This design comes from an exercise in tuning for small area on the open sky130 flow, not from production work.
In this exercise RTL edits were held to simulation tests only and were not proved equivalent to the original.

**design/flow/flow/run.sh**
```bash
#!/bin/bash
# Layout flow: the standard ORFS flow (standard.sh: standard synthesis,
# floorplan, placement, CTS, routing), with two changes:
#  - the I/O port buffers are the smallest buffer cell;
#  - the clock tree uses large leaf clusters of clkbuf_16 (clkbuf_8 and a
#    clkbuf_4 root above them) and no dummy loads.
# ORFS keeps each step's full log under orfs/logs/; make's own output, and the
# final DEF export's, goes to make_flow.log here.
set -euo pipefail
export BUFFER_PORTS_ARGS="-buffer_cell sky130_fd_sc_hd__buf_1"
export CTS_ARGS="-sink_clustering_enable -repair_clock_nets -buf_list sky130_fd_sc_hd__clkbuf_16 -root_buf sky130_fd_sc_hd__clkbuf_4 -tree_buf sky130_fd_sc_hd__clkbuf_8 -sink_clustering_size 28 -sink_clustering_max_diameter 90 -dont_use_dummy_load"
bash standard.sh > make_flow.log 2>&1
```
**design/flow/constraint.sdc**
```tcl
create_clock -name core_clock -period 120.0 [get_ports {clk}]
set_input_delay 24.0000 -clock core_clock [delete_from_list [all_inputs] [get_ports {clk}]]
set_output_delay 24.0000 -clock core_clock [all_outputs]
set_load 0.01 [all_outputs]
```
**design/flow/standard.sh**
```bash
#!/bin/bash
# synth_recipe.tcl (not shown) runs the flow's synth.tcl, then flattens the netlist and writes it again
# the make line also repeats each setting of config.mk as NAME=value (left out here)
make -C /OpenROAD-flow-scripts/flow DESIGN_CONFIG=/design/flow/config.mk WORK_HOME=/design/flow/orfs CLKGATE_MAP_FILE= SYNTH_SCRIPT=/design/flow/synth_recipe.tcl "${@:-finish}"
```
**design/flow/design.v**
```verilog
package neural_compressor_pkg;
    parameter int DATA_WIDTH = 32;         
    typedef struct packed {
        logic [15:0] sample_count;
        logic [15:0] spike_count;
        logic [7:0]  compression_ratio;
        logic        overflow;
    } compress_stats_t;
endpackage
module full_adder
(
    input  logic a,
    input  logic b,
    input  logic ci,
    output logic s,
    output logic co
);
    assign s  = a ^ b ^ ci;
    assign co = (a & b) | (ci & (a ^ b));
endmodule
module majority
(
    input  logic a,
    input  logic b,
    input  logic c,
    output logic y
);
    assign y = (a & b) | (c & (a | b));
endmodule
module half_adder
(
    input  logic a,
    input  logic b,
    output logic s,
    output logic co
);
    assign s  = a ^ b;
    assign co = a & b;
endmodule
module counter_inc
(
    input  logic [15:0] q,
    input  logic        en,
    output logic [15:0] d
);
    logic [16:0] c;
    assign c[0] = en;
    for (genvar i = 0; i < 16; i++) begin : g_ha
        half_adder u_ha (.a(q[i]), .b(c[i]), .s(d[i]), .co(c[i+1]));
    end
endmodule
module packet_bit
(
    input  logic take,
    input  logic sel_y,
    input  logic sel_d,
    input  logic y,
    input  logic d,
    input  logic q,
    output logic n
);
    assign n = take ? ((sel_y & y) | (sel_d & d)) : q;
endmodule
import neural_compressor_pkg::*;
module neural_compressor_top
(
    input  logic        clk,
    input  logic        rst_n,
    input  logic [DATA_WIDTH-1:0]   s_axis_tdata,
    input  logic                    s_axis_tvalid,
    output logic                    s_axis_tready,
    input  logic                    s_axis_tlast,
    output logic [DATA_WIDTH-1:0]   m_axis_tdata,
    output logic [1:0]              m_axis_tuser,   
    output logic                    m_axis_tvalid,
    input  logic                    m_axis_tready,
    output logic                    m_axis_tlast,
    input  logic [DATA_WIDTH-1:0]   cfg_threshold,
    input  logic                    cfg_enable,
    output neural_compressor_pkg::compress_stats_t         stats,
    output logic [15:0]             spike_count
);
    wire [31:0] data_in = s_axis_tdata;
    wire        valid_in = s_axis_tvalid & cfg_enable;
    logic       valid_out;   
    logic       taken;       
    logic [3:0] cnt;
    logic       fresh;     
    logic [29:0] xr;       
    logic [12:0] hf;       
    logic [31:0] yr;       
    logic [31:0] s1, s2, s3, s4;  
    logic [31:0] dr;       
    logic        dz;       
    wire idle  = (cnt == 4'd0);
    wire outc  = (cnt == 4'd11);
    wire last  = outc & ~valid_out;
    wire shy   = (~idle & ~outc) | last;
    wire shs   = ((cnt >= 4'd4) & ~outc) | last;
    wire clrh  = idle | outc;
    wire c4    = (cnt == 4'd4);
    wire [4:0] kle = {cnt <= 4'd4, cnt <= 4'd3, cnt <= 4'd2, cnt <= 4'd1, idle};
    assign s_axis_tready = idle;
    always_ff @(posedge clk or negedge rst_n) begin
        if (!rst_n) begin
            cnt       <= 4'd0;
            valid_out <= 1'b0;
            fresh     <= 1'b1;
        end else begin
            valid_out <= outc;
            if (last) fresh <= 1'b0;
            if (idle) begin
                if (valid_in) cnt <= 4'd1;
            end else if (outc) begin
                if (m_axis_tready) cnt <= 4'd0;
            end else begin
                cnt <= cnt + 4'd1;
            end
        end
    end
    wire [3:0] xs  = idle ? data_in[3:0] : xr[5:2];
    wire [1:0] hdx = idle ? 2'd0 : xr[1:0];
    wire [5:0] wx = {xs, hdx};
    wire [7:0] yg  = fresh ? 8'd0 : yr[7:0];
    wire [3:0] fs  = clrh ? yg[3:0] : yg[7:4];
    wire [3:0] hdf = idle ? 4'd0 : yg[3:0];
    wire [20:0] wf = {fs, hdf, (hf[12] & ~kle[1]), (hf[11] & ~kle[1]), (hf[10] & ~kle[1]), (hf[9] & ~kle[1]), (hf[8] & ~kle[2]), (hf[7] & ~kle[2]), (hf[6] & ~kle[2]), (hf[5] & ~kle[2]), (hf[4] & ~kle[3]), (hf[3] & ~kle[3]), (hf[2] & ~kle[3]), (hf[1] & ~kle[3]), (hf[0] & ~kle[4])};
    logic cy1, cy2, cy3, cy4, cy5, cy7, cy8, cy9, cy10, cy12, cy14, cy15, cy17, cy18, cy19, cy20, cy22, cy23, cy25, cy26, cy27, cy29, cy30, cy31, cy33, cy34, cy35, cy36, cy38, cy39;
    wire [3:0] a1g = fresh ? 4'd0 : s1[3:0];
    wire [3:0] a2g = fresh ? 4'd0 : s2[3:0];
    wire [3:0] a3g = fresh ? 4'd0 : s3[3:0];
    wire [3:0] a4g = fresh ? 4'd0 : s4[3:0];
    wire [3:0] dg  = dz ? 4'd0 : dr[3:0];
    wire ci1 = cy1 & ~idle;
    wire [4:0] k1;
    wire [3:0] sm1;
    assign k1[0] = ci1;
    full_adder fa1_0 (.a(wx[2]), .b(wx[0]), .ci(k1[0]), .s(sm1[0]), .co(k1[1]));
    full_adder fa1_1 (.a(wx[3]), .b(wx[1]), .ci(k1[1]), .s(sm1[1]), .co(k1[2]));
    full_adder fa1_2 (.a(wx[4]), .b(wx[2]), .ci(k1[2]), .s(sm1[2]), .co(k1[3]));
    full_adder fa1_3 (.a(wx[5]), .b(wx[3]), .ci(k1[3]), .s(sm1[3]), .co(k1[4]));
    logic [12:0] hu;
    wire [16:0] wu = {sm1, (hu[12] & ~kle[0]), (hu[11] & ~kle[0]), (hu[10] & ~kle[0]), (hu[9] & ~kle[0]), (hu[8] & ~kle[1]), (hu[7] & ~kle[1]), (hu[6] & ~kle[1]), (hu[5] & ~kle[1]), (hu[4] & ~kle[2]), (hu[3] & ~kle[2]), (hu[2] & ~kle[2]), (hu[1] & ~kle[2]), (hu[0] & ~kle[3])};
    wire ci2 = cy2 & ~idle;
    wire [4:0] k2;
    wire [3:0] sm2;
    assign k2[0] = ci2;
    full_adder fa2_0 (.a(wf[15]), .b(wf[13]), .ci(k2[0]), .s(sm2[0]), .co(k2[1]));
    full_adder fa2_1 (.a(wf[16]), .b(wf[14]), .ci(k2[1]), .s(sm2[1]), .co(k2[2]));
    full_adder fa2_2 (.a(wf[17]), .b(wf[15]), .ci(k2[2]), .s(sm2[2]), .co(k2[3]));
    full_adder fa2_3 (.a(wf[18]), .b(wf[16]), .ci(k2[3]), .s(sm2[3]), .co(k2[4]));
    logic [12:0] hv;
    wire [16:0] wv = {sm2, (hv[12] & ~kle[0]), (hv[11] & ~kle[0]), (hv[10] & ~kle[0]), (hv[9] & ~kle[0]), (hv[8] & ~kle[1]), (hv[7] & ~kle[1]), (hv[6] & ~kle[1]), (hv[5] & ~kle[1]), (hv[4] & ~kle[2]), (hv[3] & ~kle[2]), (hv[2] & ~kle[2]), (hv[1] & ~kle[2]), (hv[0] & ~kle[3])};
    wire ci3 = cy3 & ~idle;
    wire [4:0] k3;
    wire [3:0] sm3;
    assign k3[0] = ci3;
    full_adder fa3_0 (.a(wu[13]), .b(wu[5]), .ci(k3[0]), .s(sm3[0]), .co(k3[1]));
    full_adder fa3_1 (.a(wu[14]), .b(wu[6]), .ci(k3[1]), .s(sm3[1]), .co(k3[2]));
    full_adder fa3_2 (.a(wu[15]), .b(wu[7]), .ci(k3[2]), .s(sm3[2]), .co(k3[3]));
    full_adder fa3_3 (.a(wu[16]), .b(wu[8]), .ci(k3[3]), .s(sm3[3]), .co(k3[4]));
    wire ci4 = cy4 & ~idle;
    wire [4:0] k4;
    wire [3:0] sm4;
    assign k4[0] = ci4;
    full_adder fa4_0 (.a(sm3[0]), .b(wu[9]), .ci(k4[0]), .s(sm4[0]), .co(k4[1]));
    full_adder fa4_1 (.a(sm3[1]), .b(wu[10]), .ci(k4[1]), .s(sm4[1]), .co(k4[2]));
    full_adder fa4_2 (.a(sm3[2]), .b(wu[11]), .ci(k4[2]), .s(sm4[2]), .co(k4[3]));
    full_adder fa4_3 (.a(sm3[3]), .b(wu[12]), .ci(k4[3]), .s(sm4[3]), .co(k4[4]));
    wire ci5 = cy5 & ~idle;
    wire [4:0] k5;
    wire [3:0] sm5;
    assign k5[0] = ci5;
    full_adder fa5_0 (.a(sm4[0]), .b(wu[7]), .ci(k5[0]), .s(sm5[0]), .co(k5[1]));
    full_adder fa5_1 (.a(sm4[1]), .b(wu[8]), .ci(k5[1]), .s(sm5[1]), .co(k5[2]));
    full_adder fa5_2 (.a(sm4[2]), .b(wu[9]), .ci(k5[2]), .s(sm5[2]), .co(k5[3]));
    full_adder fa5_3 (.a(sm4[3]), .b(wu[10]), .ci(k5[3]), .s(sm5[3]), .co(k5[4]));
    wire [3:0] n6 = ~sm5;
    wire ci7 = cy7 | idle;
    wire [4:0] k7;
    wire [3:0] sm7;
    assign k7[0] = ci7;
    full_adder fa7_0 (.a(n6[0]), .b(wu[3]), .ci(k7[0]), .s(sm7[0]), .co(k7[1]));
    full_adder fa7_1 (.a(n6[1]), .b(wu[4]), .ci(k7[1]), .s(sm7[1]), .co(k7[2]));
    full_adder fa7_2 (.a(n6[2]), .b(wu[5]), .ci(k7[2]), .s(sm7[2]), .co(k7[3]));
    full_adder fa7_3 (.a(n6[3]), .b(wu[6]), .ci(k7[3]), .s(sm7[3]), .co(k7[4]));
    wire ci8 = cy8 & ~idle;
    wire [4:0] k8;
    wire [3:0] sm8;
    assign k8[0] = ci8;
    full_adder fa8_0 (.a(wx[2]), .b(sm3[0]), .ci(k8[0]), .s(sm8[0]), .co(k8[1]));
    full_adder fa8_1 (.a(wx[3]), .b(sm3[1]), .ci(k8[1]), .s(sm8[1]), .co(k8[2]));
    full_adder fa8_2 (.a(wx[4]), .b(sm3[2]), .ci(k8[2]), .s(sm8[2]), .co(k8[3]));
    full_adder fa8_3 (.a(wx[5]), .b(sm3[3]), .ci(k8[3]), .s(sm8[3]), .co(k8[4]));
    wire ci9 = cy9 & ~idle;
    wire [4:0] k9;
    wire [3:0] sm9;
    assign k9[0] = ci9;
    full_adder fa9_0 (.a(sm8[0]), .b(wu[8]), .ci(k9[0]), .s(sm9[0]), .co(k9[1]));
    full_adder fa9_1 (.a(sm8[1]), .b(wu[9]), .ci(k9[1]), .s(sm9[1]), .co(k9[2]));
    full_adder fa9_2 (.a(sm8[2]), .b(wu[10]), .ci(k9[2]), .s(sm9[2]), .co(k9[3]));
    full_adder fa9_3 (.a(sm8[3]), .b(wu[11]), .ci(k9[3]), .s(sm9[3]), .co(k9[4]));
    wire ci10 = cy10 & ~idle;
    wire [4:0] k10;
    wire [3:0] sm10;
    assign k10[0] = ci10;
    full_adder fa10_0 (.a(sm9[0]), .b(wu[0]), .ci(k10[0]), .s(sm10[0]), .co(k10[1]));
    full_adder fa10_1 (.a(sm9[1]), .b(wu[1]), .ci(k10[1]), .s(sm10[1]), .co(k10[2]));
    full_adder fa10_2 (.a(sm9[2]), .b(wu[2]), .ci(k10[2]), .s(sm10[2]), .co(k10[3]));
    full_adder fa10_3 (.a(sm9[3]), .b(wu[3]), .ci(k10[3]), .s(sm10[3]), .co(k10[4]));
    wire [3:0] n11 = ~wv[13:10];
    wire ci12 = cy12 | idle;
    wire [4:0] k12;
    wire [3:0] sm12;
    assign k12[0] = ci12;
    full_adder fa12_0 (.a(n11[0]), .b(wv[3]), .ci(k12[0]), .s(sm12[0]), .co(k12[1]));
    full_adder fa12_1 (.a(n11[1]), .b(wv[4]), .ci(k12[1]), .s(sm12[1]), .co(k12[2]));
    full_adder fa12_2 (.a(n11[2]), .b(wv[5]), .ci(k12[2]), .s(sm12[2]), .co(k12[3]));
    full_adder fa12_3 (.a(n11[3]), .b(wv[6]), .ci(k12[3]), .s(sm12[3]), .co(k12[4]));
    wire [3:0] n13 = ~wv[11:8];
    wire ci14 = cy14 | idle;
    wire [4:0] k14;
    wire [3:0] sm14;
    assign k14[0] = ci14;
    full_adder fa14_0 (.a(n13[0]), .b(wf[17]), .ci(k14[0]), .s(sm14[0]), .co(k14[1]));
    full_adder fa14_1 (.a(n13[1]), .b(wf[18]), .ci(k14[1]), .s(sm14[1]), .co(k14[2]));
    full_adder fa14_2 (.a(n13[2]), .b(wf[19]), .ci(k14[2]), .s(sm14[2]), .co(k14[3]));
    full_adder fa14_3 (.a(n13[3]), .b(wf[20]), .ci(k14[3]), .s(sm14[3]), .co(k14[4]));
    wire ci15 = cy15 & ~idle;
    wire [4:0] k15;
    wire [3:0] sm15;
    assign k15[0] = ci15;
    full_adder fa15_0 (.a(wf[3]), .b(wv[0]), .ci(k15[0]), .s(sm15[0]), .co(k15[1]));
    full_adder fa15_1 (.a(wf[4]), .b(wv[1]), .ci(k15[1]), .s(sm15[1]), .co(k15[2]));
    full_adder fa15_2 (.a(wf[5]), .b(wv[2]), .ci(k15[2]), .s(sm15[2]), .co(k15[3]));
    full_adder fa15_3 (.a(wf[6]), .b(wv[3]), .ci(k15[3]), .s(sm15[3]), .co(k15[4]));
    wire [3:0] n16 = ~sm12;
    wire ci17 = cy17 & ~idle;
    wire [4:0] k17;
    wire [3:0] sm17;
    assign k17[0] = ci17;
    full_adder fa17_0 (.a(n16[0]), .b(wf[15]), .ci(k17[0]), .s(sm17[0]), .co(k17[1]));
    full_adder fa17_1 (.a(n16[1]), .b(wf[16]), .ci(k17[1]), .s(sm17[1]), .co(k17[2]));
    full_adder fa17_2 (.a(n16[2]), .b(wf[17]), .ci(k17[2]), .s(sm17[2]), .co(k17[3]));
    full_adder fa17_3 (.a(n16[3]), .b(wf[18]), .ci(k17[3]), .s(sm17[3]), .co(k17[4]));
    wire ci18 = cy18 & ~idle;
    wire [4:0] k18;
    wire [3:0] sm18;
    assign k18[0] = ci18;
    full_adder fa18_0 (.a(sm17[0]), .b(sm15[0]), .ci(k18[0]), .s(sm18[0]), .co(k18[1]));
    full_adder fa18_1 (.a(sm17[1]), .b(sm15[1]), .ci(k18[1]), .s(sm18[1]), .co(k18[2]));
    full_adder fa18_2 (.a(sm17[2]), .b(sm15[2]), .ci(k18[2]), .s(sm18[2]), .co(k18[3]));
    full_adder fa18_3 (.a(sm17[3]), .b(sm15[3]), .ci(k18[3]), .s(sm18[3]), .co(k18[4]));
    wire ci19 = cy19 & ~idle;
    wire [4:0] k19;
    wire [3:0] sm19;
    assign k19[0] = ci19;
    full_adder fa19_0 (.a(wf[16]), .b(wv[11]), .ci(k19[0]), .s(sm19[0]), .co(k19[1]));
    full_adder fa19_1 (.a(wf[17]), .b(wv[12]), .ci(k19[1]), .s(sm19[1]), .co(k19[2]));
    full_adder fa19_2 (.a(wf[18]), .b(wv[13]), .ci(k19[2]), .s(sm19[2]), .co(k19[3]));
    full_adder fa19_3 (.a(wf[19]), .b(wv[14]), .ci(k19[3]), .s(sm19[3]), .co(k19[4]));
    wire ci20 = cy20 & ~idle;
    wire [4:0] k20;
    wire [3:0] sm20;
    assign k20[0] = ci20;
    full_adder fa20_0 (.a(sm19[0]), .b(sm15[0]), .ci(k20[0]), .s(sm20[0]), .co(k20[1]));
    full_adder fa20_1 (.a(sm19[1]), .b(sm15[1]), .ci(k20[1]), .s(sm20[1]), .co(k20[2]));
    full_adder fa20_2 (.a(sm19[2]), .b(sm15[2]), .ci(k20[2]), .s(sm20[2]), .co(k20[3]));
    full_adder fa20_3 (.a(sm19[3]), .b(sm15[3]), .ci(k20[3]), .s(sm20[3]), .co(k20[4]));
    wire [3:0] n21 = ~sm20;
    wire ci22 = cy22 & ~idle;
    wire [4:0] k22;
    wire [3:0] sm22;
    assign k22[0] = ci22;
    full_adder fa22_0 (.a(n21[0]), .b(wf[6]), .ci(k22[0]), .s(sm22[0]), .co(k22[1]));
    full_adder fa22_1 (.a(n21[1]), .b(wf[7]), .ci(k22[1]), .s(sm22[1]), .co(k22[2]));
    full_adder fa22_2 (.a(n21[2]), .b(wf[8]), .ci(k22[2]), .s(sm22[2]), .co(k22[3]));
    full_adder fa22_3 (.a(n21[3]), .b(wf[9]), .ci(k22[3]), .s(sm22[3]), .co(k22[4]));
    wire ci23 = cy23 & ~idle;
    wire [4:0] k23;
    wire [3:0] sm23;
    assign k23[0] = ci23;
    full_adder fa23_0 (.a(sm14[0]), .b(sm12[0]), .ci(k23[0]), .s(sm23[0]), .co(k23[1]));
    full_adder fa23_1 (.a(sm14[1]), .b(sm12[1]), .ci(k23[1]), .s(sm23[1]), .co(k23[2]));
    full_adder fa23_2 (.a(sm14[2]), .b(sm12[2]), .ci(k23[2]), .s(sm23[2]), .co(k23[3]));
    full_adder fa23_3 (.a(sm14[3]), .b(sm12[3]), .ci(k23[3]), .s(sm23[3]), .co(k23[4]));
    wire [3:0] n24 = ~sm23;
    wire ci25 = cy25 & ~idle;
    wire [4:0] k25;
    wire [3:0] sm25;
    assign k25[0] = ci25;
    full_adder fa25_0 (.a(n24[0]), .b(wf[0]), .ci(k25[0]), .s(sm25[0]), .co(k25[1]));
    full_adder fa25_1 (.a(n24[1]), .b(wf[1]), .ci(k25[1]), .s(sm25[1]), .co(k25[2]));
    full_adder fa25_2 (.a(n24[2]), .b(wf[2]), .ci(k25[2]), .s(sm25[2]), .co(k25[3]));
    full_adder fa25_3 (.a(n24[3]), .b(wf[3]), .ci(k25[3]), .s(sm25[3]), .co(k25[4]));
    wire ci26 = cy26 & ~idle;
    wire [4:0] k26;
    wire [3:0] sm26;
    assign k26[0] = ci26;
    full_adder fa26_0 (.a(sm25[0]), .b(wv[13]), .ci(k26[0]), .s(sm26[0]), .co(k26[1]));
    full_adder fa26_1 (.a(sm25[1]), .b(wv[14]), .ci(k26[1]), .s(sm26[1]), .co(k26[2]));
    full_adder fa26_2 (.a(sm25[2]), .b(wv[15]), .ci(k26[2]), .s(sm26[2]), .co(k26[3]));
    full_adder fa26_3 (.a(sm25[3]), .b(wv[16]), .ci(k26[3]), .s(sm26[3]), .co(k26[4]));
    wire ci27 = cy27 & ~idle;
    wire [4:0] k27;
    wire [3:0] sm27;
    assign k27[0] = ci27;
    full_adder fa27_0 (.a(sm14[0]), .b(wf[3]), .ci(k27[0]), .s(sm27[0]), .co(k27[1]));
    full_adder fa27_1 (.a(sm14[1]), .b(wf[4]), .ci(k27[1]), .s(sm27[1]), .co(k27[2]));
    full_adder fa27_2 (.a(sm14[2]), .b(wf[5]), .ci(k27[2]), .s(sm27[2]), .co(k27[3]));
    full_adder fa27_3 (.a(sm14[3]), .b(wf[6]), .ci(k27[3]), .s(sm27[3]), .co(k27[4]));
    wire [3:0] n28 = ~sm27;
    wire ci29 = cy29 & ~idle;
    wire [4:0] k29;
    wire [3:0] sm29;
    assign k29[0] = ci29;
    full_adder fa29_0 (.a(n28[0]), .b(wf[13]), .ci(k29[0]), .s(sm29[0]), .co(k29[1]));
    full_adder fa29_1 (.a(n28[1]), .b(wf[14]), .ci(k29[1]), .s(sm29[1]), .co(k29[2]));
    full_adder fa29_2 (.a(n28[2]), .b(wf[15]), .ci(k29[2]), .s(sm29[2]), .co(k29[3]));
    full_adder fa29_3 (.a(n28[3]), .b(wf[16]), .ci(k29[3]), .s(sm29[3]), .co(k29[4]));
    wire ci30 = cy30 & ~c4;
    wire [4:0] k30;
    wire [3:0] sm30;
    assign k30[0] = ci30;
    full_adder fa30_0 (.a(a1g[0]), .b(sm7[0]), .ci(k30[0]), .s(sm30[0]), .co(k30[1]));
    full_adder fa30_1 (.a(a1g[1]), .b(sm7[1]), .ci(k30[1]), .s(sm30[1]), .co(k30[2]));
    full_adder fa30_2 (.a(a1g[2]), .b(sm7[2]), .ci(k30[2]), .s(sm30[2]), .co(k30[3]));
    full_adder fa30_3 (.a(a1g[3]), .b(sm7[3]), .ci(k30[3]), .s(sm30[3]), .co(k30[4]));
    wire ci31 = cy31 | c4;
    wire [4:0] k31;
    wire [3:0] sm31;
    assign k31[0] = ci31;
    full_adder fa31_0 (.a(a2g[0]), .b(sm18[0]), .ci(k31[0]), .s(sm31[0]), .co(k31[1]));
    full_adder fa31_1 (.a(a2g[1]), .b(sm18[1]), .ci(k31[1]), .s(sm31[1]), .co(k31[2]));
    full_adder fa31_2 (.a(a2g[2]), .b(sm18[2]), .ci(k31[2]), .s(sm31[2]), .co(k31[3]));
    full_adder fa31_3 (.a(a2g[3]), .b(sm18[3]), .ci(k31[3]), .s(sm31[3]), .co(k31[4]));
    wire [3:0] n32 = ~sm10;
    wire [3:0] g2m = sm22 & {4{cnt >= 4'd4}};
    wire ci33 = cy33 | idle;
    wire [4:0] k33;
    wire [3:0] sm33;
    assign k33[0] = ci33;
    full_adder fa33_0 (.a(n32[0]), .b(g2m[0]), .ci(k33[0]), .s(sm33[0]), .co(k33[1]));
    full_adder fa33_1 (.a(n32[1]), .b(g2m[1]), .ci(k33[1]), .s(sm33[1]), .co(k33[2]));
    full_adder fa33_2 (.a(n32[2]), .b(g2m[2]), .ci(k33[2]), .s(sm33[2]), .co(k33[3]));
    full_adder fa33_3 (.a(n32[3]), .b(g2m[3]), .ci(k33[3]), .s(sm33[3]), .co(k33[4]));
    wire ci34 = cy34 | c4;
    wire [4:0] k34;
    wire [3:0] sm34;
    assign k34[0] = ci34;
    full_adder fa34_0 (.a(a3g[0]), .b(sm33[0]), .ci(k34[0]), .s(sm34[0]), .co(k34[1]));
    full_adder fa34_1 (.a(a3g[1]), .b(sm33[1]), .ci(k34[1]), .s(sm34[1]), .co(k34[2]));
    full_adder fa34_2 (.a(a3g[2]), .b(sm33[2]), .ci(k34[2]), .s(sm34[2]), .co(k34[3]));
    full_adder fa34_3 (.a(a3g[3]), .b(sm33[3]), .ci(k34[3]), .s(sm34[3]), .co(k34[4]));
    wire ci35 = cy35 | c4;
    wire [4:0] k35;
    wire [3:0] sm35;
    assign k35[0] = ci35;
    full_adder fa35_0 (.a(a4g[0]), .b(sm26[0]), .ci(k35[0]), .s(sm35[0]), .co(k35[1]));
    full_adder fa35_1 (.a(a4g[1]), .b(sm26[1]), .ci(k35[1]), .s(sm35[1]), .co(k35[2]));
    full_adder fa35_2 (.a(a4g[2]), .b(sm26[2]), .ci(k35[2]), .s(sm35[2]), .co(k35[3]));
    full_adder fa35_3 (.a(a4g[3]), .b(sm26[3]), .ci(k35[3]), .s(sm35[3]), .co(k35[4]));
    wire ci36 = cy36 | c4;
    wire [4:0] k36;
    wire [3:0] sm36;
    assign k36[0] = ci36;
    full_adder fa36_0 (.a(sm7[0]), .b(sm29[0]), .ci(k36[0]), .s(sm36[0]), .co(k36[1]));
    full_adder fa36_1 (.a(sm7[1]), .b(sm29[1]), .ci(k36[1]), .s(sm36[1]), .co(k36[2]));
    full_adder fa36_2 (.a(sm7[2]), .b(sm29[2]), .ci(k36[2]), .s(sm36[2]), .co(k36[3]));
    full_adder fa36_3 (.a(sm7[3]), .b(sm29[3]), .ci(k36[3]), .s(sm36[3]), .co(k36[4]));
    wire [3:0] n37 = ~hf[4:1];
    wire ci38 = cy38 | c4;
    wire [4:0] k38;
    wire [3:0] sm38;
    assign k38[0] = ci38;
    full_adder fa38_0 (.a(dg[0]), .b(sm30[0]), .ci(k38[0]), .s(sm38[0]), .co(k38[1]));
    full_adder fa38_1 (.a(dg[1]), .b(sm30[1]), .ci(k38[1]), .s(sm38[1]), .co(k38[2]));
    full_adder fa38_2 (.a(dg[2]), .b(sm30[2]), .ci(k38[2]), .s(sm38[2]), .co(k38[3]));
    full_adder fa38_3 (.a(dg[3]), .b(sm30[3]), .ci(k38[3]), .s(sm38[3]), .co(k38[4]));
    wire ci39 = cy39 & ~c4;
    wire [4:0] k39;
    wire [3:0] sm39;
    assign k39[0] = ci39;
    full_adder fa39_0 (.a(sm38[0]), .b(n37[0]), .ci(k39[0]), .s(sm39[0]), .co(k39[1]));
    full_adder fa39_1 (.a(sm38[1]), .b(n37[1]), .ci(k39[1]), .s(sm39[1]), .co(k39[2]));
    full_adder fa39_2 (.a(sm38[2]), .b(n37[2]), .ci(k39[2]), .s(sm39[2]), .co(k39[3]));
    full_adder fa39_3 (.a(sm38[3]), .b(n37[3]), .ci(k39[3]), .s(sm39[3]), .co(k39[4]));
    always_ff @(posedge clk) begin
        xr <= idle ? data_in[31:2] : {{4{xr[29]}}, xr[29:4]};
        hf <= {yg[3:0], hf[12:4]};
        hu <= {sm1, hu[12:4]};
        hv <= {sm2, hv[12:4]};
        cy1 <= k1[4];
        cy2 <= k2[4];
        cy3 <= k3[4];
        cy4 <= k4[4];
        cy5 <= k5[4];
        cy7 <= k7[4];
        cy8 <= k8[4];
        cy9 <= k9[4];
        cy10 <= k10[4];
        cy12 <= k12[4];
        cy14 <= k14[4];
        cy15 <= k15[4];
        cy17 <= k17[4];
        cy18 <= k18[4];
        cy19 <= k19[4];
        cy20 <= k20[4];
        cy22 <= k22[4];
        cy23 <= k23[4];
        cy25 <= k25[4];
        cy26 <= k26[4];
        cy27 <= k27[4];
        cy29 <= k29[4];
        cy30 <= k30[4];
        cy31 <= k31[4];
        cy33 <= k33[4];
        cy34 <= k34[4];
        cy35 <= k35[4];
        cy36 <= k36[4];
        cy38 <= k38[4];
        cy39 <= k39[4];
        if (taken) dz <= 1'b1;
        else if (last) dz <= 1'b0;
        if (shy) yr <= {(cnt <= 4'd3) ? {4{yr[31]}} : sm30, yr[31:4]};
        if (shs) begin
            s1 <= {sm31, s1[31:4]};
            s2 <= {sm34, s2[31:4]};
            s3 <= {sm35, s3[31:4]};
            s4 <= {sm36, s4[31:4]};
            dr <= {sm39, dr[31:4]};
        end
    end
    logic [4:0] dcnt;
    logic       window_full;
    logic       spike_flag;
    logic       spike_detected;
    logic       detected_valid;
    wire dtake = valid_out & m_axis_tready;
    wire        neg = yr[31];
    logic [32:0] gcy;
    assign gcy[0] = 1'b0;
    for (genvar i = 0; i < 32; i++) begin : g_cmp
        majority u_maj (.a(yr[i]), .b(gcy[i]), .c(~(cfg_threshold[i] ^ neg)), .y(gcy[i+1]));
    end
    wire [32:0] cmp = {gcy[32] ^ neg, 32'd0};
    wire refractory = window_full & (dcnt[3:0] != 4'd0);
    wire detect = window_full & (dcnt[3:0] == 4'd0) & cmp[32];
    wire dinc = dtake & ~window_full;
    wire ddec = dtake & refractory;
    wire hit  = dtake & detect;
    wire [15:0] spike_count_inc;
    counter_inc u_inc_spikes (.q(spike_count), .en(hit), .d(spike_count_inc));
    always_ff @(posedge clk) begin
        spike_flag <= hit;
        if (dtake) spike_detected <= spike_flag;
    end
    always_ff @(posedge clk or negedge rst_n) begin
        if (!rst_n) begin
            dcnt <= '0;
            window_full <= '0;
            spike_count <= '0;
            detected_valid <= '0;
        end else begin
            detected_valid <= dtake | (detected_valid & valid_out & ~m_axis_tready);
            window_full <= window_full | (dinc & (dcnt == 5'd31));
            dcnt <= hit ? 5'd8 : dcnt + {{4{ddec}}, ddec | dinc};
            spike_count <= spike_count_inc;
        end
    end
    logic first_sample;
    logic [15:0] sample_cnt, spike_cnt;
    logic ratio_set;
    assign taken = detected_valid & m_axis_tready;
    wire [15:0] sample_cnt_inc, spike_cnt_inc;
    counter_inc u_inc_samples (.q(sample_cnt), .en(m_axis_tvalid), .d(sample_cnt_inc));
    counter_inc u_inc_spkpkts (.q(spike_cnt), .en(m_axis_tvalid & m_axis_tuser[1] & ~m_axis_tuser[0]), .d(spike_cnt_inc));
    wire raw = spike_detected | first_sample;
    wire sel_d = ~raw & ~dz;    
    logic [31:0] pk_next;
    for (genvar i = 0; i < 32; i++) begin : g_pk
        packet_bit u_pk (.take(taken), .sel_y(raw), .sel_d(sel_d), .y(yr[i]), .d(dr[i]),
                         .q(m_axis_tdata[i]), .n(pk_next[i]));
    end
    always_ff @(posedge clk or negedge rst_n) begin
        if (!rst_n) begin
            m_axis_tdata <= '0;
            m_axis_tuser <= '0;
            m_axis_tvalid <= '0;
            first_sample <= '1;
            sample_cnt <= '0;
            spike_cnt <= '0;
            ratio_set <= '0;
        end else begin
            m_axis_tvalid <= taken;
            m_axis_tdata <= pk_next;
            ratio_set <= 1'b1;
            sample_cnt <= sample_cnt_inc;
            spike_cnt <= spike_cnt_inc;
            if (taken) begin
                m_axis_tuser <= {raw, ~spike_detected & first_sample};
                first_sample <= 1'b0;
            end
        end
    end
    assign stats.sample_count = sample_cnt;
    assign stats.spike_count = spike_cnt;
    assign stats.compression_ratio = {1'b0, ratio_set, ratio_set, 2'b00, ratio_set, 2'b00};
    assign stats.overflow = 1'b0;
    logic tlast_pending;
    always_ff @(posedge clk or negedge rst_n) begin
        if (!rst_n) begin
            tlast_pending <= '0;
            m_axis_tlast <= '0;
        end else begin
            if (s_axis_tvalid && s_axis_tready && s_axis_tlast)
                tlast_pending <= '1;
            if (m_axis_tvalid && m_axis_tready && tlast_pending) begin
                m_axis_tlast <= '1;
                tlast_pending <= '0;
            end else begin
                m_axis_tlast <= '0;
            end
        end
    end
endmodule
```
**design/flow/config.mk**
```make
export PLATFORM = sky130hd
export DESIGN_NAME = neural_compressor_top
export DESIGN_NICKNAME = neural_compressor_top
export VERILOG_FILES = /design/flow/design.v
export SDC_FILE = /design/flow/constraint.sdc
export NUM_CORES = 8
export LEC_CHECK = 0
export CAP_MARGIN = 0
export CORE_MARGIN = 2
export CORE_UTILIZATION = 80
export SLEW_MARGIN = 0
export SYNTH_HIERARCHICAL = 1
export SYNTH_MINIMUM_KEEP_SIZE = 0
```
==> results of run 1 <==
==> layer usage <==
metal  part of all wire, %  wire length [µm]
met2                    53             19800
met4                   5.0              1880
met3                   8.4              3170
met1                    34             12700
met5                 0.072                27
==> layout make-up <==
type                            count  share of cell area [%]
Inverter                           39                   0.827
Multi-Input combinational cell    618                    32.8
Antenna cell                        1                  0.0141
Tap cell                          270                    1.91
Timing Repair Buffer              167                    3.78
Clock buffer                       18                    2.25
Sequential cell                   394                    58.4
==> worst paths after layout <==
kind	cells past startpoint	slack, ns	endpoint
worst max-delay path	52	82.50	spike_count[15]$_DFF_PN0_
worst min-delay path	0	0.33	hf[3]$_DFF_P_
worst max register to register	51	105.07	spike_count[15]$_DFF_PN0_
min in group asynchronous	1	23.28	spike_cnt[10]$_DFF_PN0_
worst min register to register	0	0.33	hf[3]$_DFF_P_
max in group asynchronous	2	95.53	dcnt[4]$_DFF_PN0_
==> placed cells by master, fill, tap and decap left out, types with 3 or more instances in the layout <==
| cell | count |
|---|---|
| sky130_fd_sc_hd__ha_1 | 56 |
| sky130_fd_sc_hd__mux2_2 | 3 |
| sky130_fd_sc_hd__o21ai_0 | 7 |
| sky130_fd_sc_hd__edfxtp_1 | 194 |
| sky130_fd_sc_hd__nor2b_1 | 40 |
| sky130_fd_sc_hd__clkbuf_16 | 15 |
| sky130_fd_sc_hd__conb_1 | 8 |
| sky130_fd_sc_hd__buf_4 | 10 |
| sky130_fd_sc_hd__buf_1 | 156 |
| sky130_fd_sc_hd__nor2_1 | 47 |
| sky130_fd_sc_hd__dfrtp_1 | 98 |
| sky130_fd_sc_hd__nand2b_1 | 9 |
| sky130_fd_sc_hd__xor2_1 | 3 |
| sky130_fd_sc_hd__clkbuf_4 | 4 |
| sky130_fd_sc_hd__mux2i_1 | 5 |
| sky130_fd_sc_hd__o21a_1 | 3 |
| sky130_fd_sc_hd__or2_2 | 7 |
| sky130_fd_sc_hd__maj3_2 | 32 |
| sky130_fd_sc_hd__and2_1 | 43 |
| sky130_fd_sc_hd__fa_1 | 121 |
| sky130_fd_sc_hd__inv_1 | 37 |
| sky130_fd_sc_hd__dfxtp_1 | 100 |
| sky130_fd_sc_hd__a21oi_1 | 36 |
| sky130_fd_sc_hd__nand2_1 | 109 |
| sky130_fd_sc_hd__xnor2_1 | 34 |
| sky130_fd_sc_hd__a22oi_1 | 33 |
==> Yosys stat by module (local to each module, per instance), excerpt <==
module | copies in the design | area (µm²) | cells inside
half_adder | 48 | 12.5 | 1
full_adder | 120 | 20.0 | 1
packet_bit | 32 | 16.3 | 3
neural_compressor_top | 1 | 12500 | 778
majority | 32 | 11.3 | 1
==> registers in the layout, indices dropped and copies added, names as in the netlist, 2 cells and up <==
register      count
hv               13
yr               32
dr               32
m_axis_tdata     32
s1               32
cnt               4
spike_cnt        16
m_axis_tuser      2
s2               32
dcnt              5
spike_count      16
s4               32
s3               32
hf               13
xr               30
hu               13
sample_cnt       16
==> worst max-delay path, delay by kind of cell <==
family	cells	cell delay, ns
adders and majority gates	48	13.53
xor gates and xnor gates	2	0.45
and+or+nand+nor	1	0.09
buffers and inverters	1	0.08
==> cell families after synthesis <==
logic type      count (synthesis)  synth area share, %
flops                         394                 63.0
simple gates                  268                 8.00
fa+ha+maj                     209                 21.2
compound gates                 88                 3.39
buf+inv                        68                 1.88
xor+xnor                       37                 1.97
mux                             8                0.511
other cells                     2               0.0458
==> metrics by stage <==
| step | cell area (µm²) | std cells | hold slack [ns] |
|---|---|---|---|
| 6_report | 17700 | 1507 | 0.328 |
| 4_1_cts | 17700 | 1506 | 0.340 |
| 5_1_grt | 17700 | 1507 | 0.336 |
| 3_3_place_gp | 17300 | 1488 | 0.311 |
| 3_5_place_dp | 17300 | 1488 | 0.314 |
| 2_1_floorplan | 16400 | 1080 | 0.310 |
==> flow_summary.json, run 1 <==
{
  "ys_seq_elements": 394,
  "worstHoldPathType": "register to register",
  "drc_errors": 0,
  "cpMostUsedCell": "sky130_fd_sc_hd__maj3_2",
  "cts_tree": "yes",
  "place_ws_ns": 82.10,
  "fin_crit_sh_pct": 31.2,
  "num_vias": 9391,
  "wl_mm": 37.6,
  "gp_congestion": 0.907,
  "numClockSinks": 394,
  "floorplan.initialDensity_pct": 81.4,
  "hp-start": "hf[7]$_DFF_P_",
  "buffer_ports.inserted": 157,
  "cts_root_buf": "sky130_fd_sc_hd__clkbuf_4",
  "multiInputGateArea_um2": 5810,
  "relSlewSlack_pct": 22.4,
  "grt_pass1_wl_mm": 57.4,
  "hold_viol": 0,
  "async_reset_ff_share_pct": 25.4,
  "cts.repair.resized": 0,
  "global_route.usage.met2_pct": 62.3,
  "finalSetupViolCount": 0,
  "globalRouteTotalUtil_pct": 36.2,
  "fin_crit_ns": 37.50,
  "number_of_drc_violations_after_detailed_routing_iteration_0": 994,
  "layout.filler_cells": 825,
  "finalCoreUtilization_pct": 87.7,
  "routedWlPerCell_um": 25.0,
  "regToRegStartpoint": "yr[31]$_DFFE_PP_",
  "drt_pre_antenna_iters": 6,
  "path_max_fanout": 6,
  "ys_top_cells_by_area": "sky130_fd_sc_hd__edfxtp_1, sky130_fd_sc_hd__dfrtp_1, sky130_fd_sc_hd__fa_1",
  "placementRows": 52,
  "grt_antenna_before_repair": 3,
  "register_area_um2": 10300,
  "critPathMaxStageDelay_ns": 0.34,
  "critPathRequiredTime_ns": 120.63,
  "later_pin_clock_latency_in_the_skew_report_ns": 0.75,
  "synth_sequential_area_ratio_pct": 63.0,
  "synthDistinctLibCells": 45,
  "post_synth_instance_area_um2": 16400,
  "postCtsSetupRepairBufs": 0,
  "grtUsageMet1_pct": 45.1,
  "ys.flop_type": "sky130_fd_sc_hd__edfxtp_1",
  "first_global_vias": 10037,
  "synth_edf_count": 194,
  "fp.dieW_um": 147,
  "cts.htree.levels": 1,
  "clockBufferDepth": 3,
  "nets": 1485,
  "cts_hold_repair.buffers": 0,
  "cp_class": "input port to register",
  "critical_path_source": "cfg_threshold[0]",
  "tns_ns": 0,
  "fraction_of_final_layout_cells_sized_beyond_drive_strength_1_pct": 6.96,
  "start_kind": "input port",
  "floorplan.io_pins": 164,
  "rsz0062_at_grt": "no",
  "fmax_ghz": 0.0267,
  "syn-mean-instance-area_um2": 15.3,
  "globalRoute.busiestLayer": "met2",
  "die_height_um": 147,
  "netlist_top_cells_count": "sky130_fd_sc_hd__edfxtp_1, sky130_fd_sc_hd__fa_1, sky130_fd_sc_hd__nand2_1",
  "core_area_um2": 20200,
  "clk_pin_slew_worst_paths_ns": 0.11,
  "netlist.area_leader.share_pct": 35.5,
  "synthesis.instances": 1074,
  "grt_max_degree": 69,
  "syn_to_final_growth_pct": 7.82,
  "vias_per_cell": 6.23,
  "synth_top_area_cell": "sky130_fd_sc_hd__edfxtp_1",
  "status": "complete, no violations",
  "cp_data_arrival_time_ns": 38.12,
  "post-route-worst-setup-slack_ns": 82.50,
  "inserted_clock_buffers": 18,
  "ant_nets_after_route": 0,
  "clock_skew_ns": 0.115,
  "max-cap-violations": 0,
  "tightest_slew_ns": 1.16,
  "grt.met3_usage_pct": 7.45,
  "synthesis.yosys.warnings": 7,
  "endpoint_kind": "register",
  "timing.final.max_slew_violations": 0,
  "design.die.area_um2": 21700,
  "post-synth-top-count-cell": "sky130_fd_sc_hd__edfxtp_1",
  "dp_hpwl_mm": 24.5,
  "residual_overflow_from_global_routing": 0,
  "timing.critical_path.slowest_stage_cell": "sky130_fd_sc_hd__maj3_2"
}
==> run 2, diff against run 1 <==
--- a/design/flow/flow/run.sh
+++ b/design/flow/flow/run.sh
@@ -10,3 +10,4 @@
 export BUFFER_PORTS_ARGS="-buffer_cell sky130_fd_sc_hd__buf_1"
 export CTS_ARGS="-sink_clustering_enable -repair_clock_nets -buf_list sky130_fd_sc_hd__clkbuf_16 -root_buf sky130_fd_sc_hd__clkbuf_4 -tree_buf sky130_fd_sc_hd__clkbuf_8 -sink_clustering_size 28 -sink_clustering_max_diameter 90 -dont_use_dummy_load"
+export CTS_ARGS="-sink_clustering_enable -repair_clock_nets -buf_list sky130_fd_sc_hd__clkbuf_16 -root_buf sky130_fd_sc_hd__clkbuf_4 -tree_buf sky130_fd_sc_hd__clkbuf_8 -sink_clustering_size 24 -sink_clustering_max_diameter 120 -dont_use_dummy_load"
 bash standard.sh > make_flow.log 2>&1
==> run 2 against run 1 <==
  * Still clean
  * Synthesized area did not move
  * Maximum frequency barely moved
  * Critical path type unchanged
  * Critical endpoint unchanged
==> flow_summary.json, run 2 <==
{
  "postPlaceCellArea_um2": 17300,
  "finalSetupViolCount": 0,
  "drc_errors": 0,
  "syn-mean-instance-area_um2": 15.3,
  "layout_common_cells": "sky130_fd_sc_hd__edfxtp_1, sky130_fd_sc_hd__buf_1, sky130_fd_sc_hd__fa_1",
  "vias_per_cell": 6.23,
  "fmax_ghz": 0.0267,
  "dpl.cell_count": 1488,
  "max-cap-violations": 0,
  "rsz0062_at_grt": "no",
  "first_global_vias": 9987,
  "clock_skew_ns": 0.0370,
  "fin_crit_sh_pct": 31.2,
  "area_of_all_placed_cells_without_fillers_um2": 17700,
  "synth_top_area_cell": "sky130_fd_sc_hd__edfxtp_1",
  "nets": 1487,
  "path_max_fanout": 6,
  "tns_ns": 0,
  "clockBufferDepth": 3,
  "gp_congestion": 0.907,
  "timing.critical_path.slowest_stage_cell": "sky130_fd_sc_hd__maj3_2",
  "post_synth_and_or_nand_nor_area_fraction_pct": 8.00,
  "synth_compound_gate_area_share_pct": 3.39,
  "later_pin_clock_latency_in_the_skew_report_ns": 0.75,
  "cpMostUsedCell": "sky130_fd_sc_hd__maj3_2",
  "postCtsSetupRepairBufs": 0,
  "cts_root_buf": "sky130_fd_sc_hd__clkbuf_4",
  "start_kind": "input port",
  "netlist_top_cells_count": "sky130_fd_sc_hd__edfxtp_1, sky130_fd_sc_hd__fa_1, sky130_fd_sc_hd__nand2_1",
  "residual_overflow_from_global_routing": 0,
  "critPathMaxStageDelay_ns": 0.33,
  "grt_antenna_before_repair": 1,
  "ant_nets_after_route": 0,
  "cp_class": "input port to register",
  "multiplexer_share_of_the_synthesized_area_pct": 0.511,
  "cp_data_arrival_time_ns": 38.11,
  "worstPathBufferInverterCount": 1,
  "floorplan.initialDensity_pct": 81.4,
  "floorplan.io_pins": 164,
  "post-synth-top-count-cell": "sky130_fd_sc_hd__edfxtp_1",
  "post_synthesis_share_of_cell_area_spent_on_xor_and_xnor_gates_pct": 1.97,
  "ys_seq_elements": 394,
  "ys_top_cells_by_area": "sky130_fd_sc_hd__edfxtp_1, sky130_fd_sc_hd__dfrtp_1, sky130_fd_sc_hd__fa_1",
  "post_synth_instance_area_um2": 16400,
  "buffer_ports.inserted": 157,
  "clk_pin_slew_worst_paths_ns": 0.09,
  "synthAdderAreaFrac_pct": 21.2,
  "wl_mm": 37.0,
  "inserted_clock_buffers": 20,
  "critical_path.top_delay_family": "adder cells",
  "layout.cells.most_common": "sky130_fd_sc_hd__edfxtp_1",
  "syn_to_final_growth_pct": 8.14,
  "die_height_um": 147,
  "fp.dieW_um": 147,
  "combinational_family_with_the_most_area_after_synthesis": "adder cells",
  "routedWlPerCell_um": 24.5,
  "relSlewSlack_pct": 25.9,
  "globalRouteTotalUtil_pct": 35.4,
  "cts.repair.resized": 0,
  "hold_viol": 0,
  "cts_tree": "yes",
  "synth_sequential_area_ratio_pct": 63.0,
  "status": "complete, no violations",
  "synthesis.instances": 1074,
  "endpoint_kind": "register",
  "timing.final.max_slew_violations": 0,
  "fin_crit_ns": 37.48,
  "synthesis.yosys.warnings": 7,
  "design.die.area_um2": 21700,
  "grt_max_degree": 69,
  "drt_pre_antenna_iters": 5,
  "finalCoreUtilization_pct": 88.0,
  "synth_edf_count": 194,
  "worstHoldPathType": "register to register",
  "cts.htree.levels": 1,
  "layout.cells.non_filler": 1510,
  "cts_hold_repair.buffers": 0,
  "critPathRequiredTime_ns": 120.62,
  "tightest_slew_ns": 1.11,
  "fraction_of_final_layout_cells_sized_beyond_drive_strength_1_pct": 7.11,
  "core_area_um2": 20200,
  "synthDistinctLibCells": 45,
  "async_reset_ff_share_pct": 25.4,
  "numClockSinks": 394,
  "ys.flop_type": "sky130_fd_sc_hd__edfxtp_1",
  "placementRows": 52,
  "number_of_drc_violations_after_detailed_routing_iteration_0": 738,
  "grt_pass1_wl_mm": 56.7,
  "netlist.area_leader.share_pct": 35.5,
  "dp_hpwl_mm": 24.5,
  "num_vias": 9400
}
==> run 2: cell counts after synthesis <==
No cell type changed its count.
==> run 2: kinds of logic (layout without fill, tap and decap cells) <==
family,count (synthesis),count (layout)
other cells,2,10
fa+ha+maj,209,209
simple gates,268,268
compound gates,88,88
xor+xnor,37,37
buf+inv,68,226
mux,8,8
flops,394,394
==> run 2: path summary, 6_finish.rpt <==
kind                                  start                        end  slack, ns  cells after the start
setup / recovery           cfg_threshold[0]  spike_count[15]$_DFF_PN0_      82.52                     52
setup reg to reg           yr[31]$_DFFE_PP_  spike_count[15]$_DFF_PN0_     105.11                     51
min in group asynchronous             rst_n        ratio_set$_DFF_PN0_      23.29                      1
hold reg to reg               hu[9]$_DFF_P_              hu[5]$_DFF_P_       0.32                      0
max in group asynchronous             rst_n     spike_cnt[7]$_DFF_PN0_      95.53                      2
hold / removal                hu[9]$_DFF_P_              hu[5]$_DFF_P_       0.32                      0
==> run 2: final cells by class <==
| type | count | area [µm²] |
|---|---|---|
| Sequential cell | 394 | 10300 |
| Multi-Input combinational cell | 618 | 5810 |
| Fill cell | 858 | 2420 |
| Timing Repair Buffer | 167 | 668 |
| Clock buffer | 20 | 448 |
| Tap cell | 270 | 338 |
| Inverter | 39 | 146 |
| Antenna cell | 2 | 5.00 |
==> run 2: metrics by stage <==
stage / worst slack, ns / hold slack [ns]
2_1_floorplan: 82.93 / 0.310
6_report: 82.52 / 0.317
5_1_grt: 82.29 / 0.315
3_3_place_gp: 82.44 / 0.311
3_5_place_dp: 82.10 / 0.314
4_1_cts: 82.54 / 0.317
==> run 2: per-module statistics from Yosys, one instance, submodules excluded, a selection <==
module | cells inside | copies in the design | area (µm²)
neural_compressor_top | 778 | 1 | 12500
full_adder | 1 | 120 | 20.0
packet_bit | 3 | 32 | 16.3
half_adder | 1 | 48 | 12.5
majority | 1 | 32 | 11.3
==> run 2: routing by layer <==
metal / share of wire [%] / vias up / GRT usage, %
met5: 0 / - / 0
met4: 5.7 / 0 / 15.9
met3: 8.2 / 166 / 7.33
met2: 51 / 609 / 60.5
met1: 35 / 4697 / 44.6
li1: - / 3928 / -
==> run 3, diff against run 2 <==
--- a/design/flow/flow/run.sh
+++ b/design/flow/flow/run.sh
@@ -10,4 +10,4 @@
 export BUFFER_PORTS_ARGS="-buffer_cell sky130_fd_sc_hd__buf_1"
 export CTS_ARGS="-sink_clustering_enable -repair_clock_nets -buf_list sky130_fd_sc_hd__clkbuf_16 -root_buf sky130_fd_sc_hd__clkbuf_4 -tree_buf sky130_fd_sc_hd__clkbuf_8 -sink_clustering_size 28 -sink_clustering_max_diameter 90 -dont_use_dummy_load"
-export CTS_ARGS="-sink_clustering_enable -repair_clock_nets -buf_list sky130_fd_sc_hd__clkbuf_16 -root_buf sky130_fd_sc_hd__clkbuf_4 -tree_buf sky130_fd_sc_hd__clkbuf_8 -sink_clustering_size 24 -sink_clustering_max_diameter 120 -dont_use_dummy_load"
+export CTS_ARGS="-sink_clustering_enable -repair_clock_nets -buf_list sky130_fd_sc_hd__clkbuf_8 -root_buf sky130_fd_sc_hd__clkbuf_4 -tree_buf sky130_fd_sc_hd__clkbuf_4 -sink_clustering_size 18 -sink_clustering_max_diameter 70 -dont_use_dummy_load"
 bash standard.sh > make_flow.log 2>&1
==> run 3 against run 2 <==
  * Still clean on timing, DRC and antenna
  * Global-route usage down 2.0 points
  * First-iteration DRC count grew 1.5%
  * Clock-buffer cell count is 5 higher
  * Critical path depth unchanged
  * Via count fell by 2.0%
  * Cell area down 0.71%
  * Critical path type unchanged
  * Critical endpoint unchanged
==> flow_summary.json, run 3 <==
{
  "grt_max_degree": 69,
  "finalSetupViolCount": 0,
  "async_reset_ff_share_pct": 25.4,
  "post_synth_instance_area_um2": 16400,
  "residual_overflow_from_global_routing": 0,
  "tns_ns": 0,
  "fraction_of_final_layout_cells_sized_beyond_drive_strength_1_pct": 7.48,
  "ys.flop_type": "sky130_fd_sc_hd__edfxtp_1",
  "cts.htree.levels": 1,
  "post-synth-top-count-cell": "sky130_fd_sc_hd__edfxtp_1",
  "die_height_um": 147,
  "syn-mean-instance-area_um2": 15.3,
  "place_ws_ns": 82.10,
  "postPlaceCellArea_um2": 17300,
  "later_pin_clock_latency_in_the_skew_report_ns": 0.73,
  "inserted_clock_buffers": 25,
  "timing.critical_path.slowest_stage_cell": "sky130_fd_sc_hd__maj3_2",
  "floorplan.initialDensity_pct": 81.4,
  "clk_pin_slew_worst_paths_ns": 0.11,
  "fmax_ghz": 0.0269,
  "hold_viol": 0,
  "critPathMaxStageDelay_ns": 0.33,
  "cts_tree": "yes",
  "cp_class": "input port to register",
  "synth_top_area_cell": "sky130_fd_sc_hd__edfxtp_1",
  "tightest_slew_ns": 1.11,
  "critPathRequiredTime_ns": 120.62,
  "ys_seq_elements": 394,
  "cts_hold_repair.buffers": 0,
  "grt_antenna_before_repair": 1,
  "status": "complete, no violations",
  "ant_nets_after_route": 0,
  "first_global_vias": 9782,
  "netlist_top_cells_count": "sky130_fd_sc_hd__edfxtp_1, sky130_fd_sc_hd__fa_1, sky130_fd_sc_hd__nand2_1",
  "layout.cells.non_filler": 1514,
  "fin_crit_ns": 37.23,
  "number_of_drc_violations_after_detailed_routing_iteration_0": 749,
  "path_max_fanout": 6,
  "synthesis.yosys.warnings": 7,
  "multiInputGateArea_um2": 5810,
  "cpMostUsedCell": "sky130_fd_sc_hd__maj3_2",
  "clockBufferDepth": 3,
  "fin_crit_sh_pct": 31.0,
  "layout.cells.most_common": "sky130_fd_sc_hd__edfxtp_1",
  "endpoint_kind": "register",
  "nets": 1492,
  "netlist.area_leader.share_pct": 35.5,
  "num_vias": 9208,
  "grt_pass1_wl_mm": 54.2,
  "synthesis.instances": 1074,
  "postCtsSetupRepairBufs": 0,
  "synthDistinctLibCells": 45,
  "cts.repair.resized": 0,
  "worstHoldPathType": "register to register",
  "register_area_um2": 10300,
  "relSlewSlack_pct": 25.9,
  "post-route-worst-setup-slack_ns": 82.77,
  "core_area_um2": 20200,
  "dp_hpwl_mm": 24.5,
  "ys_top_cells_by_area": "sky130_fd_sc_hd__edfxtp_1, sky130_fd_sc_hd__dfrtp_1, sky130_fd_sc_hd__fa_1",
  "floorplan.io_pins": 164,
  "vias_per_cell": 6.08,
  "max-cap-violations": 0,
  "start_kind": "input port",
  "gp_congestion": 0.907,
  "buffer_ports.inserted": 157,
  "timing.final.max_slew_violations": 0,
  "design.die.area_um2": 21700,
  "area_of_all_placed_cells_without_fillers_um2": 17600,
  "fp.dieW_um": 147,
  "wl_mm": 34.7,
  "drt_pre_antenna_iters": 7,
  "layout_common_cells": "sky130_fd_sc_hd__edfxtp_1, sky130_fd_sc_hd__buf_1, sky130_fd_sc_hd__fa_1",
  "syn_to_final_growth_pct": 7.38,
  "drc_errors": 0,
  "synth_edf_count": 194,
  "rsz0062_at_grt": "no",
  "clock_skew_ns": 0.0288,
  "routedWlPerCell_um": 22.9,
  "cp_data_arrival_time_ns": 37.85,
  "placementRows": 52,
  "globalRouteTotalUtil_pct": 33.4,
  "cts_root_buf": "sky130_fd_sc_hd__clkbuf_4",
  "numClockSinks": 394,
  "dpl.cell_count": 1488,
  "layout.filler_cells": 871,
  "synth_sequential_area_ratio_pct": 63.0
}
[run 3: cells by family (layout without fill, tap and decap cells)]
logic type,after synthesis,count (layout),synth area share (%)
flip-flops,394,394,63.0
AND/OR/NAND/NOR,268,268,8.00
adder cells (fa/ha/maj),209,209,21.2
AO/OA/AOI/OAI,88,88,3.39
buffers and inverters,68,231,1.88
XOR/XNOR,37,37,1.97
multiplexers,8,8,0.511
other,2,9,0.0458
[run 3: area by class of cell]
cell class	instances	share of cell area [%]
flip-flops and latches	394	58.6
well taps	270	1.92
repair buffers	167	3.79
diodes	1	0.0142
clock buffers	25	1.85
inverters	39	0.831
multi-input cells	618	33.0
[run 3: worst paths after layout]
path | startpoint | endpoint | slack, ns | cells after the start
min in group asynchronous | rst_n | spike_cnt[4]$_DFF_PN0_ | 23.29 | 1
min reg2reg | hv[7]$_DFF_P_ | hv[3]$_DFF_P_ | 0.31 | 0
max | cfg_threshold[0] | spike_count[15]$_DFF_PN0_ | 82.77 | 52
max in group asynchronous | rst_n | m_axis_tdata[30]$_DFF_PN0_ | 95.50 | 2
max reg2reg | yr[31]$_DFFE_PP_ | spike_count[15]$_DFF_PN0_ | 105.38 | 51
min | hv[7]$_DFF_P_ | hv[3]$_DFF_P_ | 0.31 | 0
[run 3: metal layers]
layer / part of all wire (%) / up-vias / track usage [%]
met5: 0 / - / 0.682
met4: 4.0 / 0 / 11.0
li1: - / 3932 / -
met3: 7.9 / 116 / 6.80
met1: 36 / 4666 / 43.8
met2: 53 / 494 / 57.5
[run 3: worst max-delay path: cells and delay by family]
family,cells,cell delay [ns]
adder cells (fa/ha/maj),48,13.20
XOR/XNOR,2,0.46
AND/OR/NAND/NOR,1,0.09
buffers and inverters,1,0.08
[run 3: modules after synthesis, one instance, submodules excluded, a selection]
module                 times used  cells  cell area (µm²)  flops+latches
neural_compressor_top           1    778            12500            394
full_adder                    120      1             20.0              0
packet_bit                     32      3             16.3              0
half_adder                     48      1             12.5              0
majority                       32      1             11.3              0
[run 3: per-stage QoR]
stage | hold slack, ns | util, %
final | 0.315 | 87.4
after global routing | 0.323 | 87.4
after CTS | 0.322 | 87.4
after detailed placement | 0.314 | 85.7
after global placement | 0.311 | 85.7
after floorplan | 0.310 | -
==> run 4, diff against run 3 <==
--- a/design/flow/flow/run.sh
+++ b/design/flow/flow/run.sh
@@ -10,4 +10,4 @@
 export BUFFER_PORTS_ARGS="-buffer_cell sky130_fd_sc_hd__buf_1"
 export CTS_ARGS="-sink_clustering_enable -repair_clock_nets -buf_list sky130_fd_sc_hd__clkbuf_16 -root_buf sky130_fd_sc_hd__clkbuf_4 -tree_buf sky130_fd_sc_hd__clkbuf_8 -sink_clustering_size 28 -sink_clustering_max_diameter 90 -dont_use_dummy_load"
-export CTS_ARGS="-sink_clustering_enable -repair_clock_nets -buf_list sky130_fd_sc_hd__clkbuf_8 -root_buf sky130_fd_sc_hd__clkbuf_4 -tree_buf sky130_fd_sc_hd__clkbuf_4 -sink_clustering_size 18 -sink_clustering_max_diameter 70 -dont_use_dummy_load"
+export CTS_ARGS="-sink_clustering_enable -repair_clock_nets -buf_list {sky130_fd_sc_hd__clkbuf_8 sky130_fd_sc_hd__clkbuf_16} -root_buf sky130_fd_sc_hd__clkbuf_4 -tree_buf sky130_fd_sc_hd__clkbuf_4 -sink_clustering_size 20 -sink_clustering_max_diameter 70 -dont_use_dummy_load"
 bash standard.sh > make_flow.log 2>&1
==> run 4 against run 3 <==
  * Synthesized cell count stayed put
  * Non-clock buffer count stayed put
  * Clock-buffer cell count shrank 2
  * Die area did not move
==> flow_summary.json, run 4 <==
{
  "first_global_vias": 10148,
  "ys.flop_type": "sky130_fd_sc_hd__edfxtp_1",
  "cp_data_arrival_time_ns": 38.09,
  "post_synth_instance_area_um2": 16400,
  "rr_worst_depth": 51,
  "layout.cells.most_common": "sky130_fd_sc_hd__edfxtp_1",
  "hp-start": "hv[7]$_DFF_P_",
  "worst_r2r_endpoint": "spike_count[15]$_DFF_PN0_",
  "drt_pre_antenna_iters": 6,
  "num_vias": 9574,
  "hold_viol": 0,
  "post-route-worst-setup-slack_ns": 82.57,
  "status": "complete, no violations",
  "gp_congestion": 0.907,
  "core_area_um2": 20200,
  "cts_root_buf": "sky130_fd_sc_hd__clkbuf_4",
  "numClockSinks": 394,
  "timing.final.max_slew_violations": 0,
  "fin_crit_sh_pct": 31.2,
  "routedWlPerCell_um": 25.6,
  "die_height_um": 147,
  "dp_hpwl_mm": 24.5,
  "nets": 1490,
  "finalSetupViolCount": 0,
  "netlist_top_cells_count": "sky130_fd_sc_hd__edfxtp_1, sky130_fd_sc_hd__fa_1, sky130_fd_sc_hd__nand2_1",
  "clk_pin_slew_worst_paths_ns": 0.09,
  "multiInputGateArea_um2": 5810,
  "number_of_drc_violations_after_detailed_routing_iteration_0": 939,
  "grt_antenna_before_repair": 1,
  "max-cap-violations": 0,
  "relSlewSlack_pct": 23.4,
  "layout.filler_cells": 808,
  "fin_crit_ns": 37.43,
  "tightest_slew_ns": 1.15,
  "tns_ns": 0,
  "netlist.area_leader.share_pct": 35.5,
  "rsz0062_at_grt": "no",
  "floorplan.io_pins": 164,
  "post-synth-top-count-cell": "sky130_fd_sc_hd__edfxtp_1",
  "inserted_clock_buffers": 23,
  "synth_edf_count": 194,
  "synthesis.instances": 1074,
  "globalRouteTotalUtil_pct": 37.2,
  "vias_per_cell": 6.33,
  "critPathMaxStageDelay_ns": 0.34,
  "clock_skew_ns": 0.0200,
  "regToRegStartpoint": "yr[31]$_DFFE_PP_",
  "layout.cells.non_filler": 1513,
  "grt_pass1_wl_mm": 59.1,
  "clockBufferDepth": 3,
  "residual_overflow_from_global_routing": 0,
  "async_reset_ff_share_pct": 25.4,
  "wl_mm": 38.7,
  "cpMostUsedCell": "sky130_fd_sc_hd__maj3_2",
  "holdPathStages": 0,
  "buffer_ports.inserted": 157,
  "critPathRequiredTime_ns": 120.67,
  "later_pin_clock_latency_in_the_skew_report_ns": 0.79,
  "path_max_fanout": 6,
  "synth_top_area_cell": "sky130_fd_sc_hd__edfxtp_1",
  "fraction_of_final_layout_cells_sized_beyond_drive_strength_1_pct": 7.33,
  "cts.htree.levels": 1,
  "synth_sequential_area_ratio_pct": 63.0,
  "start_kind": "input port",
  "synthesis.yosys.warnings": 7,
  "ys_top_cells_by_area": "sky130_fd_sc_hd__edfxtp_1, sky130_fd_sc_hd__dfrtp_1, sky130_fd_sc_hd__fa_1",
  "floorplan.initialDensity_pct": 81.4,
  "postCtsSetupRepairBufs": 0,
  "ys_seq_elements": 394,
  "timing.critical_path.slowest_stage_cell": "sky130_fd_sc_hd__xnor2_1",
  "grt_max_degree": 69,
  "cts_hold_repair.buffers": 0,
  "layout_common_cells": "sky130_fd_sc_hd__edfxtp_1, sky130_fd_sc_hd__buf_1, sky130_fd_sc_hd__fa_1",
  "drc_errors": 0,
  "fp.dieW_um": 147,
  "cp_class": "input port to register",
  "synthDistinctLibCells": 45,
  "worstHoldPathType": "register to register",
  "cts_tree": "yes",
  "ant_nets_after_route": 0,
  "dpl.cell_count": 1488,
  "place_ws_ns": 82.10,
  "worstHoldEndpoint": "hv[3]$_DFF_P_",
  "design.die.area_um2": 21700,
  "fmax_ghz": 0.0267,
  "cts.repair.resized": 0,
  "register_area_um2": 10300,
  "timing.reg2reg.setup_slack_ns": 105.23,
  "syn_to_final_growth_pct": 8.60,
  "syn-mean-instance-area_um2": 15.3,
  "endpoint_kind": "register",
  "placementRows": 52
}
run 4: cell counts after synthesis:
Identical to the previous run, type by type.
run 4: worst max-delay path, delay by kind of cell:
kind / cells / cell delay, ns
and+or+nand+nor: 1 / 0.09
adders and majority gates: 48 / 13.41
xor gates and xnor gates: 2 / 0.50
buffers and inverters: 1 / 0.09
run 4: cell type report:
cell class	count	share of cell area [%]
Inverter	39	0.821
Antenna cell	2	0.0281
Sequential cell	394	58.0
Tap cell	270	1.90
Multi-Input combinational cell	618	32.6
Clock buffer	23	2.93
Timing Repair Buffer	167	3.75
run 4: cells by family after synthesis:
| group | share of synthesized area, % |
|---|---|
| AND/OR/NAND/NOR | 8.00 |
| other | 0.0458 |
| buffers and inverters | 1.88 |
| AO/OA/AOI/OAI | 3.39 |
| adder cells (fa/ha/maj) | 21.2 |
| XOR/XNOR | 1.97 |
| multiplexers | 0.511 |
| flip-flops | 63.0 |
run 4: metal layers:
layer  routed length (µm)  part of all wire [%]  vias up  GRT usage [%]
li1                     -                     -     3930              -
met3                 3490                   9.0      162           7.27
met4                 2090                   5.4        0           16.6
met5                    0                     0        -              0
met2                20000                    52      688           64.0
met1                13000                    34     4794           46.8
run 4: stage by stage:
stage	area, µm²	utilization (%)	hold WS (ns)
global route	17800	88.4	0.339
CTS	17800	88.3	0.334
finish	17800	88.4	0.336
detailed placement	17300	85.7	0.314
global placement	17300	85.7	0.311
floorplan	16400	-	0.310
run 4: worst max-delay path by stage:
stage	from	end	slack, ns	depth (start not counted)
floorplan	cfg_threshold[0]	spike_count[15]$_DFF_PN0_	82.93	51
global placement	cfg_threshold[0]	spike_count[15]$_DFF_PN0_	82.44	52
detailed placement	cfg_threshold[0]	spike_count[15]$_DFF_PN0_	82.10	52
CTS	cfg_threshold[0]	spike_count[15]$_DFF_PN0_	82.61	52
global route	cfg_threshold[0]	spike_count[15]$_DFF_PN0_	82.33	52
finish	cfg_threshold[0]	spike_count[15]$_DFF_PN0_	82.57	52
run 4: Yosys stat by module (local to each module, per instance), excerpt:
| module | copies in the design | cells inside | flip-flops and latches | cell area [µm²] |
|---|---|---|---|---|
| neural_compressor_top | 1 | 778 | 394 | 12500 |
| full_adder | 120 | 1 | 0 | 20.0 |
| packet_bit | 32 | 3 | 0 | 16.3 |
| half_adder | 48 | 1 | 0 | 12.5 |
| majority | 32 | 1 | 0 | 11.3 |

re-timing with driven ports:
How much do the figures lean on ideal ports? The routed layouts below were timed once more, with nothing changed but the port constraints.
Step 1 assumes that a clkbuf_16 drives the clock port and a buf_2 every other input.
Step 2 also shifts input and output timing later by t, the mid clock arrival at the registers, as if the neighbouring blocks saw the same clock.
a / b / c = ideal / step 1 / step 2; a / b = the first two.
run | shift t [ns] | setup WS [ns] | worst hold slack (ns) | latest minus earliest clock arrival (ns) | pins driven straight from the clock port
run 1 | 0.739 | 82.505 / 82.528 / 81.789 | 0.328 / 0.328 / 0.328 | 0.118 / 0.118 | 1
run 2 | 0.776 | 82.516 / 82.532 / 81.756 | 0.317 / 0.317 / 0.317 | 0.038 / 0.038 | 1
run 3 | 0.762 | 82.768 / 82.791 / 82.029 | 0.315 / 0.315 / 0.315 | 0.032 / 0.033 | 1
run 4 | 0.829 | 82.575 / 82.583 / 81.754 | 0.336 / 0.336 / 0.336 | 0.020 / 0.021 | 1
After both steps setup and hold are still met in every run listed. For run 4, which loses most, drivers alone change the setup slack by +0.008 ns; drivers and shift together by -0.821 ns.
